From an optimization exercise on the open Yosys and OpenROAD flow, aimed at small area; shortcuts taken in it are not production practice. The RTL was checked by simulation tests, not by an equivalence proof against the original design. Power and IR drop assume default switching activity.

## Pong_Finished
module Pong_Finished(clk, reset, button, switch, hsync, vsync, RGB,
                     D0, D1, D2, D3, D4, D5, D6, D7, anodes,
                     hex_out, cheat, test_fast);
For scale: roughly 540 cells after synthesis, about 99 flip-flops, about 57 I/O pins, roughly 5600 sq um of cells after synthesis.
export LEC_CHECK = 0
export CAP_MARGIN = 20
export CORE_MARGIN = 2
export CORE_UTILIZATION = 40
export PLACE_DENSITY = 0.6
export SLEW_MARGIN = 20
create_clock -name core_clock -period 10.0 [get_ports {clk}]
standard.sh (not shown) runs the stock make flow with config.mk's settings and CLKGATE_MAP_FILE= SYNTH_SCRIPT=/design/flow/synth_recipe.tcl, a recipe that flattens the netlist after the stock synthesis.
==> flow/flow/run.sh <==
#!/bin/bash
# Own layout flow: the standard layout, with two changes.
#  1. Synthesis is the standard synthesis script, except that ABC maps the
#     logic with an area-oriented script (flow/area.abc) instead of ORFS's
#     delay-oriented one. Everything before ABC (and so every register, its
#     name and its cell type) is unchanged.
#  2. Ports are buffered with sky130_fd_sc_hd__buf_1 rather than the cell
#     buffer_ports picks by default.
# Each tool's output goes to a log file in the work folder.
set -euo pipefail
W=$(pwd)
F=$W/flow

# ORFS synth.tcl with only the ABC script replaced
sed 's|log_cmd abc {\*}\$abc_args|log_cmd abc {*}[lreplace $abc_args 1 1 '"$F"'/area.abc]|' \
    "$FLOW_HOME/scripts/synth.tcl" > "$W/synth_area_orfs.tcl"
grep -q "area.abc" "$W/synth_area_orfs.tcl"
# The standard flow's synthesis script, sourcing that copy instead of ORFS's synth.tcl
sed 's|source \$::env(SCRIPTS_DIR)/synth.tcl|source '"$W"'/synth_area_orfs.tcl|' \
    "$W/synth_recipe.tcl" > "$W/synth_area.tcl"
grep -q "synth_area_orfs.tcl" "$W/synth_area.tcl"
# standard.sh with that synthesis script
sed 's|SYNTH_SCRIPT=[^ ]*|SYNTH_SCRIPT='"$W"'/synth_area.tcl|' "$W/standard.sh" > "$W/standard_area.sh"
grep -q "synth_area.tcl" "$W/standard_area.sh"

bash "$W/standard_area.sh" synth > "$W/synth.log" 2>&1
export BUFFER_PORTS_ARGS="-buffer_cell sky130_fd_sc_hd__buf_1"
export CTS_ARGS="-sink_clustering_enable -repair_clock_nets -dont_use_dummy_load -sink_clustering_size 30 -sink_clustering_max_diameter 300 -buf_list sky130_fd_sc_hd__clkbuf_8"
bash "$W/standard.sh" > "$W/layout.log" 2>&1
test -f "$W/out/final.def"
==> flow/flow/area.abc <==
strash
&get -n
&fraig -x
&put
scorr
dc2
strash
&get -n
&deepsyn -T 20
&put
strash
&get -n
&dch -f
&nf -R 1000
&put
Next try:
--- a/flow/flow/run.sh
+++ b/flow/flow/run.sh
@@ -1,9 +1,13 @@
 #!/bin/bash
-# Own layout flow: the standard layout, with two changes.
-#  1. Synthesis is the standard synthesis script, except that ABC maps the
-#     logic with an area-oriented script (flow/area.abc) instead of ORFS's
-#     delay-oriented one. Everything before ABC (and so every register, its
-#     name and its cell type) is unchanged.
+# Own layout flow: the standard layout (standard.sh), with these changes.
+#  1. Synthesis is the standard synthesis script, except that
+#     - ABC maps the logic with an area-oriented script (flow/area.abc)
+#       instead of ORFS's delay-oriented one, and
+#     - Yosys's extract_fa (half/full adder cell extraction) is skipped, so
+#       ABC sees that logic too.
+#     Everything that decides the registers (their names and cell types) is
+#     unchanged.
 #  2. Ports are buffered with sky130_fd_sc_hd__buf_1 rather than the cell
 #     buffer_ports picks by default.
+#  3. Clock tree synthesis uses clkbuf_8 and inserts no dummy loads.
 # Each tool's output goes to a log file in the work folder.
@@ -13,6 +17,8 @@
 
-# ORFS synth.tcl with only the ABC script replaced
-sed 's|log_cmd abc {\*}\$abc_args|log_cmd abc {*}[lreplace $abc_args 1 1 '"$F"'/area.abc]|' \
+# ORFS synth.tcl with the ABC script replaced and extract_fa skipped
+sed -e 's|log_cmd abc {\*}\$abc_args|log_cmd abc {*}[lreplace $abc_args 1 1 '"$F"'/area.abc]|' \
+    -e 's|^\(\s*\)extract_fa {\*}\[dont_use_extract_fa_args\]|\1# extract_fa skipped|' \
     "$FLOW_HOME/scripts/synth.tcl" > "$W/synth_area_orfs.tcl"
 grep -q "area.abc" "$W/synth_area_orfs.tcl"
+grep -q "# extract_fa skipped" "$W/synth_area_orfs.tcl"
 # The standard flow's synthesis script, sourcing that copy instead of ORFS's synth.tcl
--- a/flow/flow/area.abc
+++ b/flow/flow/area.abc
@@ -8,3 +8,3 @@
 &get -n
-&deepsyn -T 20
+&deepsyn -T 120
 &put
Die area shrinks by a few percent; count of clock-buffer cells in the layout does not change; wire length grows by a few percent; design area shrinks by a few percent.
Next try:
--- a/flow/flow/run.sh
+++ b/flow/flow/run.sh
@@ -33,3 +33,3 @@
 export BUFFER_PORTS_ARGS="-buffer_cell sky130_fd_sc_hd__buf_1"
-export CTS_ARGS="-sink_clustering_enable -repair_clock_nets -dont_use_dummy_load -sink_clustering_size 30 -sink_clustering_max_diameter 300 -buf_list sky130_fd_sc_hd__clkbuf_8"
+export CTS_ARGS="-sink_clustering_enable -repair_clock_nets -dont_use_dummy_load -sink_clustering_size 30 -sink_clustering_max_diameter 300 -buf_list {sky130_fd_sc_hd__clkbuf_4 sky130_fd_sc_hd__clkbuf_8}"
 bash "$W/standard.sh" > "$W/layout.log" 2>&1
--- a/flow/flow/area.abc
+++ b/flow/flow/area.abc
@@ -8,3 +8,3 @@
 &get -n
-&deepsyn -T 120
+&deepsyn -T 20
 &put
First-iteration DRC count is lower by a quarter to a third.
Power is lower slightly.
Global-route usage is higher by 0.40 points.
Clock skew is lower by 0.013 ns.
Hold slack is better by 0.012 ns.
Cell area is higher slightly.
Clock power stays flat.
Synthesized area is higher slightly.

Another version of the RTL of Pong_Finished (not shown whole).
For scale: about 550 cells after synthesis, about 98 flip-flops.
==> flow/design.v (excerpt) <==
module Pong_Finished(clk, reset, button, switch, hsync, vsync, RGB,
                     D0, D1, D2, D3, D4, D5, D6, D7, anodes,
                     hex_out, cheat, test_fast);
==> flow/config.mk <==
export PLATFORM = sky130hd
export DESIGN_NAME = Pong_Finished
export DESIGN_NICKNAME = Pong_Finished
export VERILOG_FILES = /design/flow/design.v
export SDC_FILE = /design/flow/constraint.sdc
export NUM_CORES = 4
export LEC_CHECK = 0
export CAP_MARGIN = 20
export CORE_MARGIN = 2
export CORE_UTILIZATION = 40
export PLACE_DENSITY = 0.6
export SLEW_MARGIN = 20
==> flow/constraint.sdc <==
create_clock -name core_clock -period 10.0 [get_ports {clk}]
set_input_delay 2.0000 -clock core_clock [delete_from_list [all_inputs] [get_ports {clk}]]
set_output_delay 2.0000 -clock core_clock [all_outputs]
set_load 0.01 [all_outputs]
==> flow/flow/run.sh <==
#!/bin/bash
# Own layout flow: the standard layout, with two changes.
#  1. Synthesis is the standard synthesis script, except that ABC maps the
#     logic with an area-oriented script (flow/area.abc) instead of ORFS's
#     delay-oriented one. Everything before ABC (and so every register, its
#     name and its cell type) is unchanged.
#  2. Ports are buffered with sky130_fd_sc_hd__buf_1 rather than the cell
#     buffer_ports picks by default.
# Each tool's output goes to a log file in the work folder.
set -euo pipefail
W=$(pwd)
F=$W/flow

# ORFS synth.tcl with only the ABC script replaced
sed 's|log_cmd abc {\*}\$abc_args|log_cmd abc {*}[lreplace $abc_args 1 1 '"$F"'/area.abc]|' \
    "$FLOW_HOME/scripts/synth.tcl" > "$W/synth_area_orfs.tcl"
grep -q "area.abc" "$W/synth_area_orfs.tcl"
# The standard flow's synthesis script, sourcing that copy instead of ORFS's synth.tcl
sed 's|source \$::env(SCRIPTS_DIR)/synth.tcl|source '"$W"'/synth_area_orfs.tcl|' \
    "$W/synth_recipe.tcl" > "$W/synth_area.tcl"
grep -q "synth_area_orfs.tcl" "$W/synth_area.tcl"
# standard.sh with that synthesis script
sed 's|SYNTH_SCRIPT=[^ ]*|SYNTH_SCRIPT='"$W"'/synth_area.tcl|' "$W/standard.sh" > "$W/standard_area.sh"
grep -q "synth_area.tcl" "$W/standard_area.sh"

bash "$W/standard_area.sh" synth > "$W/synth.log" 2>&1
export BUFFER_PORTS_ARGS="-buffer_cell sky130_fd_sc_hd__buf_1"
bash "$W/standard.sh" > "$W/layout.log" 2>&1
test -f "$W/out/final.def"
==> flow/flow/area.abc <==
strash
&get -n
&fraig -x
&put
scorr
dc2
strash
&get -n
&deepsyn -T 20
&put
strash
&get -n
&dch -f
&nf -R 1000
&put
==> next run, changes <==
==> flow/run.sh (new file) <==
#!/bin/bash
# synth_recipe.tcl (not shown) runs the flow's synth.tcl, then flattens the netlist and writes it again
# the make line also repeats each setting of config.mk as NAME=value (left out here)
make -C /OpenROAD-flow-scripts/flow DESIGN_CONFIG=/design/flow/config.mk WORK_HOME=/design/flow/orfs CLKGATE_MAP_FILE= SYNTH_SCRIPT=/design/flow/synth_recipe.tcl finish
removed: flow/flow/run.sh
removed: flow/flow/area.abc
removed: flow/standard.sh
Result:
- non-clock buffer count is lower by 4
- first-iteration DRC count is higher by about 35%
- final area is higher by 10%
- power is higher by 5.9%
- sequential share of layout area is lower by 3.5 points
==> next run, changes <==
==> flow/flow/run.sh (new file) <==
#!/bin/bash
# Own layout flow: the standard layout, with two changes.
#  1. Synthesis is the standard synthesis script, except that ABC maps the
#     logic with an area-oriented script (flow/area.abc) instead of ORFS's
#     delay-oriented one. Everything before ABC (and so every register, its
#     name and its cell type) is unchanged.
#  2. Ports are buffered with sky130_fd_sc_hd__buf_1 rather than the cell
#     buffer_ports picks by default.
# Each tool's output goes to a log file in the work folder.
set -euo pipefail
W=$(pwd)
F=$W/flow

# ORFS synth.tcl with only the ABC script replaced
sed 's|log_cmd abc {\*}\$abc_args|log_cmd abc {*}[lreplace $abc_args 1 1 '"$F"'/area.abc]|' \
    "$FLOW_HOME/scripts/synth.tcl" > "$W/synth_area_orfs.tcl"
grep -q "area.abc" "$W/synth_area_orfs.tcl"
# The standard flow's synthesis script, sourcing that copy instead of ORFS's synth.tcl
sed 's|source \$::env(SCRIPTS_DIR)/synth.tcl|source '"$W"'/synth_area_orfs.tcl|' \
    "$W/synth_recipe.tcl" > "$W/synth_area.tcl"
grep -q "synth_area_orfs.tcl" "$W/synth_area.tcl"
# standard.sh with that synthesis script
sed 's|SYNTH_SCRIPT=[^ ]*|SYNTH_SCRIPT='"$W"'/synth_area.tcl|' "$W/standard.sh" > "$W/standard_area.sh"
grep -q "synth_area.tcl" "$W/standard_area.sh"

bash "$W/standard_area.sh" synth > "$W/synth.log" 2>&1
export BUFFER_PORTS_ARGS="-buffer_cell sky130_fd_sc_hd__buf_1"
bash "$W/standard.sh" > "$W/layout.log" 2>&1
test -f "$W/out/final.def"
==> flow/flow/area.abc (new file) <==
strash
&get -n
&fraig -x
&put
scorr
dc2
strash
&get -n
&deepsyn -T 20
&put
strash
&get -n
&dch -f
&nf -R 1000
&put
==> flow/standard.sh (new file) <==
#!/bin/bash
# synth_recipe.tcl (not shown) runs the flow's synth.tcl, then flattens the netlist and writes it again
# the make line also repeats each setting of config.mk as NAME=value (left out here)
make -C /OpenROAD-flow-scripts/flow DESIGN_CONFIG=/design/flow/config.mk WORK_HOME=/design/flow/orfs CLKGATE_MAP_FILE= SYNTH_SCRIPT=/design/flow/synth_recipe.tcl "${@:-finish}"
- CTS_CLUSTER_DIAMETER: not set -> 500
- CTS_CLUSTER_SIZE: not set -> 50
removed: flow/run.sh
Effect: Via count went down by about 7%; area after synthesis decreases by about 7%; final cell count came out lower by 2.9%.

re-timing with driven ports:
Ports are ideal in the flow. The routed layouts listed here were re-timed in OpenROAD.
Step 1 sets driving cells, clkbuf_16 on the clock port and buf_2 on the other inputs (assumed; they add their load-dependent delay and slew).
Step 2 adds t to the input delays and takes it off the output delays; t is the mean of the earliest and latest rising clock arrival at the registers after step 1. Input paths then give back, and output paths get back, about the clock's delay inside the block.
Slacks: ideal ports / drivers / drivers and shift; pairs: ideal ports / drivers.
| run | t, ns | setup WS [ns] | worst setup path after step 2 |
|---|---|---|---|
| the first run of note 1 | 0.392 | 3.212 / 3.212 / 3.212 | register to register |
| the second run of note 1 | 0.406 | 2.862 / 2.862 / 2.862 | register to register |
| the third run of note 1 | 0.410 | 2.790 / 2.790 / 2.790 | register to register |
| the first run of note 2 | 0.389 | 4.110 / 4.110 / 4.110 | register to register |
| the second run of note 2 | 0.387 | 3.211 / 3.211 / 3.211 | register to register |
| the third run of note 2 | 0.389 | 4.110 / 4.110 / 4.110 | register to register |
After both steps setup and hold are still met in every run listed.
